This design comes from an exercise in tuning for small area, a short achievable clock period and few clock cycles per item on the open sky130 flow, not from production work.
The RTL was checked by simulation tests, not by an equivalence proof against the original design.
No activity file was given, so power comes from the tool's default toggle rates.

Setup of v59:
==> flow/design.v (excerpt) <==
module HW3_FPMUL_754SP(Clk, Rst, St, FPmplier, FPmcand, Done, Ovf, Unf, FPproduct);
	input Clk, Rst, St;
	input [31:0] FPmplier, FPmcand;
	output [31:0] FPproduct;
	output Ovf, Unf;
	output reg Done;
	reg [34:0] rx, ry;
	reg rcin, rzero, rs;
	reg [8:0] re0;
	wire one1;
	wire two2;
	wire neg3;
	wire bp4;
	wire bp5;
	wire bp6;
	wire bp7;
	wire bp8;
	wire bp9;
	wire bp10;
	wire bp11;
	wire bp12;
	wire bp13;
	wire bp14;
	wire bp15;
	wire bp16;
	wire bp17;
	wire bp18;
	wire bp19;
	wire bp20;
	wire bp21;
	wire bp22;
	wire bp23;
	wire bp24;
	wire bp25;
	wire bp26;
	wire bp27;
	wire bp28;
	wire ns29;
	wire one30;
	wire two31;
	wire neg32;
	wire bp33;
	wire bp34;
	wire bp35;
	wire bp36;
	wire bp37;
	wire bp38;
	wire bp39;
	wire bp40;
	wire bp41;
	wire bp42;
	wire bp43;
	wire bp44;
	wire bp45;
	wire bp46;
	wire bp47;
	wire bp48;
	wire bp49;
	wire bp50;
	wire bp51;
	wire bp52;
	wire bp53;
	wire bp54;
	wire bp55;
	wire bp56;
	wire bp57;
	wire ns58;
	wire one59;
	wire two60;
	wire neg61;
	wire bp62;
	wire bp63;
	wire bp64;
	wire bp65;
	wire bp66;
	wire bp67;
	wire bp68;
	wire bp69;
	wire bp70;
	wire bp71;
	wire bp72;
	wire bp73;
	wire bp74;
	wire bp75;
	wire bp76;
	wire bp77;
	wire bp78;
	wire bp79;
	wire bp80;
	wire bp81;
	wire bp82;
	wire bp83;
	wire bp84;
	wire bp85;
	wire bp86;
	wire ns87;
	wire one88;
	wire two89;
	wire neg90;
	wire bp91;
	wire bp92;
	wire bp93;
	wire bp94;
	wire bp95;
	wire bp96;
	wire bp97;
	wire bp98;
	wire bp99;
	wire bp100;
	wire bp101;
	wire bp102;
	wire bp103;
	wire bp104;
	wire bp105;
	wire bp106;
	wire bp107;
	wire bp108;
	wire bp109;
	wire bp110;
	wire bp111;
	wire bp112;
	wire bp113;
	wire bp114;
	wire bp115;
	wire ns116;
	wire one117;
	wire two118;
	wire neg119;
	wire bp120;
	wire bp121;
	wire bp122;
	wire bp123;
	wire bp124;
	wire bp125;
	wire bp126;
	wire bp127;
	wire bp128;
	wire bp129;
	wire bp130;
	wire bp131;
	wire bp132;
	wire bp133;
	wire bp134;
	wire bp135;
	wire bp136;
	wire bp137;
	wire bp138;
	wire bp139;
	wire bp140;
	wire bp141;
	wire bp142;
	wire bp143;
	wire bp144;
	wire ns145;
	wire one146;
	wire two147;
	wire neg148;
	wire bp149;
	wire bp150;
	wire bp151;
	wire bp152;
	wire bp153;
  ...
clock: 8.6 ns
lec_check: 0
cap_margin: 20
core_margin: 2
core_utilization: 60
place_density: 0.72
setup_slack_margin: 3.3
slew_margin: 20
synth_hierarchical: 1
synth_minimum_keep_size: 0
standard.sh (not shown) runs the stock make flow with config.mk's settings and CLKGATE_MAP_FILE= SYNTH_SCRIPT=/design/flow/synth_recipe.tcl, a recipe that flattens the netlist after the stock synthesis.
==> flow/flow/run.sh <==
#!/bin/bash
set -euo pipefail
export BUFFER_PORTS_ARGS="-buffer_cell sky130_fd_sc_hd__buf_1"
bash standard.sh > standard.log 2>&1
v59 completed end to end with timing, DRC and antenna clean.
Testbench counts of v59, summed over its fixed seeds: cycles 12,000, ops 12,000.
--- input diff v59..v20 ---
Settings: changing SETUP_SLACK_MARGIN from 3.3 to 3; changing CORE_UTILIZATION from 60 to 40; removing PLACE_DENSITY (formerly 0.72).
## What came out
When v20 is set beside v59, its worst hold slack across all endpoints turns out to be 0.0048 ns larger. Summary of v20 over v59: relative contribution of combinational cells to total power higher; design area lower; non-clock buffer count lower; time the worst path needs with I/O delays and setup higher; maximum VDD drop higher. Measured against each other, v20 and v59 differ in critical path depth, the lower figure coming from v59.
The following lists how v40 was set up differently from v20:
Settings: a change of CORE_UTILIZATION from 40 to 60; an added PLACE_DENSITY of 0.72; a change of SETUP_SLACK_MARGIN from 3 to 3.6.
[summary]
- v40 ended with less number of tap cells added at floorplan than v20.
- Going from v20 to v40, power share of the clock group moved down; design area moved up; global-route usage moved up.
- Between v40 and v20, it is v40 whose number of setup buffers added after CTS is higher, by 41.
- Global-route track usage on met2 ends up lower on v20.
diff inputs: v40 => v43
Settings: SETUP_SLACK_MARGIN: 3.6 -> 3.
Findings:
- v43: full flow OK, the timing, design-rule and antenna checks passed
- Taking v40 as the reference, in v43 hold slack rose 0.020 ns; number of maximum-capacitance constraint violations about even.
- Going from v40 to v43, the combinational power was found to have gone down by 15%.
- Area: v43 vs v40 -> v43 smaller
- Going from v40 to v43, number of nets in the final layout shrinks by 4.9%.
- v43: share of post-route cells with drive strength above 1 15 points below v40
- Comparing the two runs side by side, v43 comes out ahead of v40 on wire length.
- Max final clock period utilization by the worst path across v43 and v40: v43
- Start point of the critical path = FPmcand[18]: v40; start point of the critical path = FPmcand[5]: v43
- Fmax: v43 below v40

HW3_FPMUL_754SP, a different RTL version from the one above (not shown whole).
Size in the first run: roughly 1600 cells after synthesis, about 82 flip-flops, ~100 I/O pins, about 16000 µm² of cells after synthesis.
make LEC_CHECK=0 CAP_MARGIN=20 CORE_MARGIN=2 CORE_UTILIZATION=40 SETUP_SLACK_MARGIN=2 SLEW_MARGIN=20 SYNTH_HIERARCHICAL=1 SYNTH_MINIMUM_KEEP_SIZE=0 finish   # period 8.6 ns
run.sh (not shown) runs the stock make flow with config.mk's settings and CLKGATE_MAP_FILE= SYNTH_SCRIPT=/design/flow/synth_recipe.tcl, a recipe that flattens the netlist after the stock synthesis.
Stock flow here: none of the scripts above is used.
The baseline passed the timing, design-rule and antenna checks.
Testbench counts at the start, summed over its fixed seeds: cycles 12,000, ops 12,000.
Change:
==> flow/flow/run.sh (new file) <==
#!/bin/bash
set -euo pipefail
export BUFFER_PORTS_ARGS="-buffer_cell sky130_fd_sc_hd__buf_1"
bash standard.sh > standard.log 2>&1
==> flow/standard.sh (new file) <==
#!/bin/bash
# synth_recipe.tcl (not shown) runs the flow's synth.tcl, then flattens the netlist and writes it again
# the make line also repeats each setting of config.mk as NAME=value (left out here)
make -C /OpenROAD-flow-scripts/flow DESIGN_CONFIG=/design/flow/config.mk WORK_HOME=/design/flow/orfs CLKGATE_MAP_FILE= SYNTH_SCRIPT=/design/flow/synth_recipe.tcl "${@:-finish}"
removed: flow/run.sh
What happened: The new run ran to the end with no violations. Count of clock-buffer cells in the layout does not change. Synthesized cell count does not change. Global-route usage hardly moves. Worst setup slack gets better by 180 ps. Routed wire length hardly moves. Combinational power came out lower by 5.3%. First-iteration DRC count came out lower by 15%. Synthesized area stays the same. Via count barely changes. Sequential share of layout area came out higher by 0.39 points. Utilization came out lower by 1.8 points.
Change:
==> flow/run.sh (new file) <==
#!/bin/bash
# synth_recipe.tcl (not shown) runs the flow's synth.tcl, then flattens the netlist and writes it again
# the make line also repeats each setting of config.mk as NAME=value (left out here)
make -C /OpenROAD-flow-scripts/flow DESIGN_CONFIG=/design/flow/config.mk WORK_HOME=/design/flow/orfs CLKGATE_MAP_FILE= SYNTH_SCRIPT=/design/flow/synth_recipe.tcl finish
--- a/flow/config.mk
+++ b/flow/config.mk
@@ -9,5 +9,5 @@
 export CORE_MARGIN = 2
 export CORE_UTILIZATION = 40
-export SETUP_SLACK_MARGIN = 2
+export SETUP_SLACK_MARGIN = 3.5
 export SLEW_MARGIN = 20
 export SYNTH_HIERARCHICAL = 1
removed: flow/flow/run.sh
removed: flow/standard.sh
After rerunning: Sequential power climbs by 3.2%. Power went up by 36%. Die area is unchanged. Synthesized cell count does not change. Setup slack improves by 950 ps. Sequential cell count is unchanged. Final area is higher by 30%. Critical path depth increases by 1. Sequential share of layout area falls by 2.1 points.
Change:
--- a/flow/config.mk
+++ b/flow/config.mk
@@ -9,5 +9,5 @@
 export CORE_MARGIN = 2
 export CORE_UTILIZATION = 40
-export SETUP_SLACK_MARGIN = 3.5
+export SETUP_SLACK_MARGIN = 5
 export SLEW_MARGIN = 20
 export SYNTH_HIERARCHICAL = 1
- maximum frequency came out lower by 2.4%
- worst setup slack degrades by 130 ps
- global-route usage came out higher by 1.8 points
- count of clock-buffer cells in the layout does not change
- total power came out higher by 21%
- worst hold slack improves by 37 ps
- combinational power came out higher by about 24%
- design area came out higher by about 11%
Change:
--- a/flow/config.mk
+++ b/flow/config.mk
@@ -9,5 +9,5 @@
 export CORE_MARGIN = 2
 export CORE_UTILIZATION = 40
-export SETUP_SLACK_MARGIN = 5
+export SETUP_SLACK_MARGIN = 0
 export SLEW_MARGIN = 20
 export SYNTH_HIERARCHICAL = 1
The changed run passed the timing, design-rule and antenna checks; core utilization shrinks by 17 points; count of clock-buffer cells in the layout does not change; combinational power shrinks by 41%; setup slack is worse by 1200 ps; sequential power shrinks by 3.9%; sequential share of layout area grows by 2.4 points; first-iteration DRC count shrinks by 17%; via count shrinks by 16%.

== job 4368 ==
HW3_FPMUL_754SP, a different RTL version from the one above (not shown whole).
Size in the first run: roughly 1600 cells after synthesis, roughly 82 flip-flops, roughly 100 I/O pins.
==> flow/config.mk <==
export PLATFORM = sky130hd
export DESIGN_NAME = HW3_FPMUL_754SP
export DESIGN_NICKNAME = HW3_FPMUL_754SP
export VERILOG_FILES = /design/flow/design.v
export SDC_FILE = /design/flow/constraint.sdc
export NUM_CORES = 4
export LEC_CHECK = 0
export CAP_MARGIN = 20
export CORE_MARGIN = 2
export CORE_UTILIZATION = 40
export SETUP_SLACK_MARGIN = 2.5
export SLEW_MARGIN = 20
export SYNTH_HIERARCHICAL = 1
export SYNTH_MINIMUM_KEEP_SIZE = 0
==> flow/constraint.sdc <==
create_clock -name core_clock -period 8.6 [get_ports {Clk}]
set_input_delay 1.7200 -clock core_clock [delete_from_list [all_inputs] [get_ports {Clk}]]
set_output_delay 1.7200 -clock core_clock [all_outputs]
set_load 0.01 [all_outputs]
standard.sh (not shown) runs the stock make flow with config.mk's settings and CLKGATE_MAP_FILE= SYNTH_SCRIPT=/design/flow/synth_recipe.tcl, a recipe that flattens the netlist after the stock synthesis.
==> flow/flow/run.sh <==
#!/bin/bash
set -euo pipefail
export BUFFER_PORTS_ARGS="-buffer_cell sky130_fd_sc_hd__buf_1"
bash standard.sh > standard.log 2>&1
Job 4368: no failed stages, no open violations at the end
Testbench counts of job 4368, summed over its fixed seeds: cycles 12,000, ops 12,000.
#### Input delta (job 7931 over job 4368)
-- flow/config.mk --
<<< job 4368, line 9
export CORE_MARGIN = 2
export CORE_UTILIZATION = 40
export SETUP_SLACK_MARGIN = 2.5
export SLEW_MARGIN = 20
>>> job 7931, line 9
export CORE_MARGIN = 2
export CORE_UTILIZATION = 60
export PLACE_DENSITY = 0.72
export SETUP_SLACK_MARGIN = 3
export SLEW_MARGIN = 20
==> comparison <==
- | power consumption | job 7931 vs job 4368 | better |
- Looking at met2 track demand over resource in global routing across job 7931 and job 4368, the one that comes out higher is job 7931.
- When job 7931 is set beside job 4368, its total cell area at the placement stage turns out to be 290 um2 smaller.
- Internal power contribution (job 7931 vs. job 4368) decreases slightly
- Job 7931 against job 4368: horizontal extent of the die has decreased; critical path depth has increased.
Changes in job 2181 relative to job 7931:
-- flow/config.mk --
<<< job 7931, line 9
export CORE_MARGIN = 2
export CORE_UTILIZATION = 60
export PLACE_DENSITY = 0.72
export SETUP_SLACK_MARGIN = 3
>>> job 2181, line 9
export CORE_MARGIN = 2
export CORE_UTILIZATION = 40
export SETUP_SLACK_MARGIN = 3
### Flow results
Looking at worst path arrival time, job 2181 sits 0.02 ns higher than job 7931 does. Of the two values seen for end of the critical path, ry[14] was produced by job 7931 and ry[10] by job 2181. Diff job 7931 -> job 2181 | routed wire length on met3 | decrease of 1200 um. Maximum number of pins on one net before global-route repair, job 7931 and job 2181, higher one = job 2181. Compare job 7931 and job 2181 | share of the final layout cell area in multi-input gates lower: job 2181.

## re-timing with driven ports
The flow's constraints put no driver on any port. The routed layouts listed below were extracted and timed again, unchanged, in two steps. Step 1: set_driving_cell puts a clkbuf_16 on Clk and a buf_2 on each other input, an assumption about the parent block. Step 2 also shifts input and output timing later by t, the mid clock arrival at the registers, as if the neighbouring blocks saw the same clock. Slacks: ideal / step 1 / step 2; pairs: ideal / step 1.
run	t, ns	setup WS [ns]	worst setup path at the end	cell pins on the clock port's net
v59	0.405	3.336 / 3.287 / 3.031	input to register	1
v20	0.419	3.118 / 3.142 / 2.723	input to register	1
v40	0.416	3.566 / 3.524 / 3.177	input to register	1
v43	0.401	3.123 / 3.088 / 2.746	input to register	1
the first run of note 2	0.421	2.111 / 2.135 / 1.713	input to register	1
the second run of note 2	0.426	2.289 / 2.305 / 1.879	input to register	1
the third run of note 2	0.431	3.240 / 3.241 / 2.810	input to register	1
the fourth run of note 2	0.420	3.106 / 3.115 / 2.694	input to register	1
the fifth run of note 2	0.421	1.955 / 1.965 / 1.544	input to register	1
job 4368	0.406	2.643 / 2.665 / 2.259	input to register	1
job 7931	0.401	3.052 / 3.069 / 2.668	input to register	1
job 2181	0.407	3.040 / 3.056 / 2.649	input to register	1
After both steps every run listed still meets setup and hold. The setup slack of the third run of note 2, which loses most, moves by +0.001 ns with the drivers and by -0.430 ns with both steps.
